What follows belongs to an exercise in optimizing a design on an open flow for small area, a short achievable clock period and few clock cycles; a production flow would make more cautious choices. Where RTL was checked, it was by simulation tests only, not by an equivalence proof against the original. Power is estimated from default activity; no workload was simulated.

==> inputs of run K <==
==> flow/design.v (excerpt) <==
module SME(
  input clk,
  input reset,
  input [7:0] chardata,
  input isstring,
  input ispattern,
  output valid,
  output match,
  output [4:0] match_index
  );
  reg         s_prev, p_prev;  
  reg [255:0] str;             
  reg [4:0]   lm1;             
  reg [4:0]   base;            
  reg [31:0]  m;
  reg         valid_r, match_r;
  reg [4:0]   idx_r;
  wire [31:0] m_n;
  genvar q;
  generate
    for (q = 0; q < 32; q = q + 1) begin : g_slot
      wire in_str = (q <= lm1);
      wire eq = (str[8*q +: 8] == chardata);
      if (q == 31)
        assign m_n[q] = eq & ~p_prev & in_str;
      else
        assign m_n[q] = eq & (p_prev ? m[q+1] : in_str);
    end
  endgenerate
  reg [4:0] top;
  integer i;
  always @(*) begin
    top = 5'd0;
    for (i = 0; i < 32; i = i + 1)
      if (m[i]) top = i;
  end
  wire any = |m;
  always @(posedge clk) begin
    if (reset) begin
      s_prev <= 1'b0;
      p_prev <= 1'b0;
      valid_r <= 1'b0;
    end else begin
      s_prev <= isstring;
      p_prev <= ispattern;
      valid_r <= p_prev & ~ispattern;
    end
    if (isstring) begin
      str <= {str[247:0], chardata};
      lm1 <= s_prev ? lm1 + 5'd1 : 5'd0;
    end
    if (ispattern)
      base <= p_prev ? base - 5'd1 : lm1;
    m <= m_n;
    match_r <= any;
    idx_r <= any ? base - top : 5'd0;
  end
  assign valid = valid_r;
  assign match = match_r;
  assign match_index = idx_r;
endmodule
==> module SME, before the edit <==
module SME(
  input clk,
  input reset,
  input [7:0] chardata,
  input isstring,
  input ispattern,
  output valid,
  output match,
  output [4:0] match_index
  );
  reg         s_prev, p_prev;  
  reg [255:0] str;             
  reg [4:0]   lm1;             
  reg [4:0]   base;            
  reg [31:0]  m;
  reg         valid_r, match_r;
  reg [4:0]   idx_r;
  wire [31:0] m_n;
  genvar q;
  generate
    for (q = 0; q < 32; q = q + 1) begin : g_slot
      wire in_str = (q <= lm1);
      wire eq = (str[8*q +: 8] == chardata);
      if (q == 31)
        assign m_n[q] = eq & ~p_prev & in_str;
      else
        assign m_n[q] = eq & (p_prev ? m[q+1] : in_str);
    end
  endgenerate
  reg [4:0] top;
  integer i;
  always @(*) begin
    top = 5'd0;
    for (i = 0; i < 32; i = i + 1)
      if (m[i]) top = i;
  end
  wire any = |m;
  always @(posedge clk) begin
    if (reset) begin
      s_prev <= 1'b0;
      p_prev <= 1'b0;
      valid_r <= 1'b0;
    end else begin
      s_prev <= isstring;
      p_prev <= ispattern;
      valid_r <= p_prev & ~ispattern;
    end
    if (isstring) begin
      str <= {str[247:0], chardata};
      lm1 <= s_prev ? lm1 + 5'd1 : 5'd0;
    end
    if (ispattern)
      base <= p_prev ? base - 5'd1 : lm1;
    m <= m_n;
    match_r <= any;
    idx_r <= any ? base - top : 5'd0;
  end
  assign valid = valid_r;
  assign match = match_r;
  assign match_index = idx_r;
endmodule
clock: 8.0 ns
lec_check: 0
cap_margin: 20
core_margin: 2
core_utilization: 40
cts_buf_list: sky130_fd_sc_hd__clkbuf_4
slew_margin: 20
standard.sh (not shown) runs the stock make flow with config.mk's settings and CLKGATE_MAP_FILE= SYNTH_SCRIPT=/design/flow/synth_recipe.tcl, a recipe that flattens the netlist after the stock synthesis.
==> flow/flow/run.sh <==
#!/bin/bash
set -euo pipefail
bash standard.sh SETUP_SLACK_MARGIN=5.5 "CTS_ARGS=-sink_clustering_enable -repair_clock_nets -buf_list {sky130_fd_sc_hd__clkbuf_8 sky130_fd_sc_hd__clkbuf_16} -sink_clustering_size 20 -sink_clustering_max_diameter 60 -dont_use_dummy_load" finish > standard_flow.log 2>&1
==> run G (differences from run K) <==
--- a/flow/design.v
+++ b/flow/design.v
@@ -21,9 +21,6 @@
     for (q = 0; q < 32; q = q + 1) begin : g_slot
       wire in_str = (q <= lm1);
-      wire eq = (str[8*q +: 8] == chardata);
-      if (q == 31)
-        assign m_n[q] = eq & ~p_prev & in_str;
-      else
-        assign m_n[q] = eq & (p_prev ? m[q+1] : in_str);
+      wire go = (q == 31) ? (~p_prev & in_str) : (p_prev ? m[(q+1)%32] : in_str);
+      match9 cmp(.s(str[8*q +: 8]), .c(chardata), .en(go), .y(m_n[q]));
     end
   endgenerate
@@ -60,2 +57,5 @@
   assign match_index = idx_r;
 endmodule
+module match9(input [7:0] s, input [7:0] c, input en, output y);
+  assign y = (s == c) & en;
+endmodule
==> flow/flow/run.sh (replaced) <==
#!/bin/bash
set -euo pipefail
bash standard.sh SETUP_SLACK_MARGIN=5.5 "CTS_ARGS=-sink_clustering_enable -repair_clock_nets -buf_list sky130_fd_sc_hd__clkbuf_8 -sink_clustering_size 16 -sink_clustering_max_diameter 60 -dont_use_dummy_load" finish > standard_flow.log 2>&1
CTS_BUF_LIST = default   (was sky130_fd_sc_hd__clkbuf_4)
SYNTH_HIERARCHICAL = 1   (was default)
SYNTH_MINIMUM_KEEP_SIZE = 0   (was default)
==> comparison table <==
item                                                                            run K                    run G
Status                                                        complete, no violations  complete, no violations
CTS-repair resized insts                                                           69                       38
Count of nets after finishing                                                     979                      985
Multi-input gate share of total cell area                                      0.2756                   0.3026
Crit path arrival time                                                         960 ps                  1000 ps
Compound-Gate Fraction of Synth Area                                          0.04164                  0.03467
FF-to-FF End                                                      idx_r[3]$_SDFF_PN0_      idx_r[4]$_SDFF_PN0_
Reg area                                                                 0.008816 mm2             0.008813 mm2
Die width                                                                    185.0 um                 186.0 um
Fraction of final layout cells sized beyond drive strength 1                   0.1393                   0.1051
Pre-CTS setup slack                                                           4374 ps                  4602 ps
Starting density of the core                                                   0.4047                   0.4070
Endpoint with the worst hold slack                                 str[214]$_DFFE_PP_       str[213]$_DFFE_PP_
Total net switching power                                                 0.0007557 W              0.0006743 W
Routed met3 length                                                            1739 um                   744 um
Power per cell area                                                      220.2 mW/mm2             202.5 mW/mm2
Fin crit share                                                                 0.3201                   0.3245
Testbench counts of run K, summed over its fixed seeds: cycles 4,687.
Only the layout flow was run in run G; the RTL was not checked for function there.


==> inputs of run M <==
==> flow/design.v <==
module SME(
  input clk,
  input reset,
  input [7:0] chardata,
  input isstring,
  input ispattern,
  output valid,
  output match,
  output [4:0] match_index
  );
  reg         s_prev, p_prev;  
  reg [255:0] str;             
  reg [4:0]   lm1;             
  reg [4:0]   base;            
  reg [31:0]  m;
  reg         valid_r, match_r;
  reg [4:0]   idx_r;
  wire [31:0] m_n;
  genvar q;
  generate
    for (q = 0; q < 32; q = q + 1) begin : g_slot
      wire in_str = (q <= lm1);
      wire eq = (str[8*q +: 8] == chardata);
      if (q == 31)
        assign m_n[q] = eq & ~p_prev & in_str;
      else
        assign m_n[q] = eq & (p_prev ? m[q+1] : in_str);
    end
  endgenerate
  reg [4:0] top;
  integer i;
  always @(*) begin
    top = 5'd0;
    for (i = 0; i < 32; i = i + 1)
      if (m[i]) top = i;
  end
  wire any = |m;
  always @(posedge clk) begin
    if (reset) begin
      s_prev <= 1'b0;
      p_prev <= 1'b0;
      valid_r <= 1'b0;
    end else begin
      s_prev <= isstring;
      p_prev <= ispattern;
      valid_r <= p_prev & ~ispattern;
    end
    if (isstring) begin
      str <= {str[247:0], chardata};
      lm1 <= s_prev ? lm1 + 5'd1 : 5'd0;
    end
    if (ispattern)
      base <= p_prev ? base - 5'd1 : lm1;
    m <= m_n;
    match_r <= any;
    idx_r <= any ? base - top : 5'd0;
  end
  assign valid = valid_r;
  assign match = match_r;
  assign match_index = idx_r;
endmodule
==> flow/flow/run.sh <==
#!/bin/bash
set -euo pipefail
bash standard.sh SETUP_SLACK_MARGIN=5.5 "CTS_ARGS=-sink_clustering_enable -repair_clock_nets -buf_list sky130_fd_sc_hd__clkbuf_4 -dont_use_dummy_load" finish > standard_flow.log 2>&1
==> flow/standard.sh <==
#!/bin/bash
# synth_recipe.tcl (not shown) runs the flow's synth.tcl, then flattens the netlist and writes it again
# the make line also repeats each setting of config.mk as NAME=value (left out here)
make -C /OpenROAD-flow-scripts/flow DESIGN_CONFIG=/design/flow/config.mk WORK_HOME=/design/flow/orfs CLKGATE_MAP_FILE= SYNTH_SCRIPT=/design/flow/synth_recipe.tcl "${@:-finish}"
==> flow/config.mk <==
export PLATFORM = sky130hd
export DESIGN_NAME = SME
export DESIGN_NICKNAME = SME
export VERILOG_FILES = /design/flow/design.v
export SDC_FILE = /design/flow/constraint.sdc
export NUM_CORES = 4
export LEC_CHECK = 0
export CAP_MARGIN = 20
export CORE_MARGIN = 2
export CORE_UTILIZATION = 40
export CTS_BUF_LIST = sky130_fd_sc_hd__clkbuf_4
export SLEW_MARGIN = 20
==> flow/constraint.sdc <==
create_clock -name core_clock -period 8.0 [get_ports {clk}]
set_input_delay 1.6000 -clock core_clock [delete_from_list [all_inputs] [get_ports {clk}]]
set_output_delay 1.6000 -clock core_clock [all_outputs]
set_load 0.01 [all_outputs]
==> run D: changes against run M <==
==> flow/design.v, changed modules only <==
module SME(
  input clk,
  input reset,
  input [7:0] chardata,
  input isstring,
  input ispattern,
  output valid,
  output match,
  output [4:0] match_index
  );
  reg [7:0]   b_r;       
  reg         s_r, p_r;  
  reg         s_prev, p_prev;
  reg [255:0] str;       
  reg [4:0]   lm1;       
  reg [4:0]   base;      
  reg [31:0]  m;
  reg         valid_r, match_r;
  reg [4:0]   idx_r;
  wire [31:0] in_str;
  wire [31:0] m_n;
  genvar q;
  generate
    for (q = 0; q < 32; q = q + 1) begin : g_slot
      assign in_str[q] = (q <= lm1);
      wire eq = (str[8*q +: 8] == b_r);
      if (q == 31)
        assign m_n[q] = eq & (~p_prev & in_str[q]);
      else
        assign m_n[q] = eq & (p_prev ? m[q+1] : in_str[q]);
    end
  endgenerate
  reg [4:0] top;
  integer i;
  always @(*) begin
    top = 5'd0;
    for (i = 0; i < 32; i = i + 1)
      if (m_n[i]) top = i;
  end
  wire any = |m_n;
  always @(posedge clk) begin
    b_r <= chardata;
    if (reset) begin
      s_r <= 1'b0;
      p_r <= 1'b0;
      s_prev <= 1'b0;
      p_prev <= 1'b0;
      valid_r <= 1'b0;
    end else begin
      s_r <= isstring;
      p_r <= ispattern;
      s_prev <= s_r;
      p_prev <= p_r;
      valid_r <= p_r & ~ispattern;
    end
    if (s_r) begin
      str <= {str[247:0], b_r};
      lm1 <= s_prev ? lm1 + 5'd1 : 5'd0;
      base <= s_prev ? lm1 + 5'd1 : 5'd0;
    end else if (p_r)
      base <= base - 5'd1;
    else
      base <= lm1;
    m <= m_n;
    match_r <= any;
    idx_r <= any ? base - top : 5'd0;
  end
  assign valid = valid_r;
  assign match = match_r;
  assign match_index = idx_r;
endmodule
==> flow/run.sh (new file) <==
#!/bin/bash
# synth_recipe.tcl (not shown) runs the flow's synth.tcl, then flattens the netlist and writes it again
# the make line also repeats each setting of config.mk as NAME=value (left out here)
make -C /OpenROAD-flow-scripts/flow DESIGN_CONFIG=/design/flow/config.mk WORK_HOME=/design/flow/orfs CLKGATE_MAP_FILE= SYNTH_SCRIPT=/design/flow/synth_recipe.tcl finish
- CTS_BUF_LIST: sky130_fd_sc_hd__clkbuf_4 -> not set
removed: flow/flow/run.sh
removed: flow/standard.sh
==> run X: changes against run M <==
==> flow/design.v, changed modules only <==
module SME(
  input clk,
  input reset,
  input [7:0] chardata,
  input isstring,
  input ispattern,
  output valid,
  output match,
  output [4:0] match_index
  );
  reg [7:0]   b_r;       
  reg         s_r, p_r;  
  reg         s_prev, p_prev;
  reg [255:0] ring;      
  reg [4:0]   z;         
  reg [4:0]   hi;        
  reg [4:0]   lo;        
  reg [31:0]  m;
  reg         valid_r, match_r;
  reg [4:0]   idx_r;
  wire s_first = s_r & ~s_prev;
  wire [4:0] z_n = s_first ? 5'd0 : z + 5'd1;
  wire wrap = (lo > hi);
  wire [31:0] m_n;
  wire [31:0] cand_a, cand_b;
  genvar q;
  generate
    for (q = 0; q < 32; q = q + 1) begin : g_slot
      wire eq = (ring[8*q +: 8] == b_r);
      assign m_n[q] = eq & (~p_prev | m[q]);
      wire le_hi = (q <= hi);
      wire ge_lo = (q >= lo);
      assign cand_a[q] = m_n[q] & le_hi & (ge_lo | wrap);
      assign cand_b[q] = m_n[q] & ~le_hi & ge_lo & wrap;
    end
  endgenerate
  reg [4:0] top_a, top_b;
  integer i;
  always @(*) begin
    top_a = 5'd0;
    top_b = 5'd0;
    for (i = 0; i < 32; i = i + 1) begin
      if (cand_a[i]) top_a = i;
      if (cand_b[i]) top_b = i;
    end
  end
  wire any_a = |cand_a;
  wire any = any_a | (|cand_b);
  wire [4:0] top = any_a ? top_a : top_b;
  always @(posedge clk) begin
    b_r <= chardata;
    if (reset) begin
      s_r <= 1'b0;
      p_r <= 1'b0;
      s_prev <= 1'b0;
      p_prev <= 1'b0;
      valid_r <= 1'b0;
    end else begin
      s_r <= isstring;
      p_r <= ispattern;
      s_prev <= s_r;
      p_prev <= p_r;
      valid_r <= p_r & ~ispattern;
    end
    ring <= {ring[247:0], s_r ? b_r : ring[255:248]};
    z <= z_n;
    if (!p_r) hi <= z_n;
    if (s_first) lo <= 5'd0;
    else if (!s_r) lo <= lo + 5'd1;
    m <= m_n;
    match_r <= any;
    idx_r <= any ? hi - top : 5'd0;
  end
  assign valid = valid_r;
  assign match = match_r;
  assign match_index = idx_r;
endmodule
==> flow/run.sh (new file) <==
#!/bin/bash
# synth_recipe.tcl (not shown) runs the flow's synth.tcl, then flattens the netlist and writes it again
# the make line also repeats each setting of config.mk as NAME=value (left out here)
make -C /OpenROAD-flow-scripts/flow DESIGN_CONFIG=/design/flow/config.mk WORK_HOME=/design/flow/orfs CLKGATE_MAP_FILE= SYNTH_SCRIPT=/design/flow/synth_recipe.tcl finish
- CTS_BUF_LIST: sky130_fd_sc_hd__clkbuf_4 -> not set
- SETUP_SLACK_MARGIN: not set -> 5
removed: flow/flow/run.sh
removed: flow/standard.sh
==> notes <==
Final cell count: run M < run D < run X. In run M the critical path depth is lower than in run X, by 21. Power: run X > run D > run M. In run D the die area is higher than in run X, by 4.2%. The lowest combinational power belongs to run D, the highest to run X. Wire length, highest first: run X, run D, run M. Between run X and run D, the lower utilization is in run D (gap 4.1 points). The highest first-iteration DRC count belongs to run X, the lowest to run M. Flip-flop and latch count, highest first: run X, run D, run M. Register-to-register slack: run M is better than run D (1.9 ns). Synthesized area: run X < run M < run D.
Testbench counts of run M, summed over its fixed seeds: cycles 4,687.
Testbench counts of run D, summed over its fixed seeds: cycles 4,687.
No functional check of the RTL was part of run X.

-- static timing again, ports no longer ideal --
The flow's constraints put no driver on any port. The routed layouts listed below were extracted and timed again, unchanged, in two steps.
Step 1 (the two cells are an assumption about what drives the block):
set clk [get_ports {clk}]
set_driving_cell -lib_cell sky130_fd_sc_hd__clkbuf_16 $clk
set_driving_cell -lib_cell sky130_fd_sc_hd__buf_2 [delete_from_list [all_inputs] $clk]
Step 2 adds t to the input delays and takes it off the output delays; t is the mean of the earliest and latest rising clock arrival at the registers after step 1. Input paths then give back, and output paths get back, about the clock's delay inside the block.
a / b / c = no drivers / after step 1 / after step 2; a / b = the first two.
run	t (ns)	setup slack, ns	worst slew at a driven data input, ns
run K	0.586	5.439 / 5.388 / 4.960	0.18
run G	0.575	5.404 / 5.360 / 4.993	0.06
run M	0.689	5.298 / 5.251 / 4.848	0.06
run D	0.549	3.555 / 3.555 / 3.555	0.03
run X	0.603	3.556 / 3.556 / 3.556	0.03
After both steps setup and hold are still met in every run listed. For run K, which loses most, drivers alone change the setup slack by -0.051 ns; drivers and shift together by -0.479 ns.
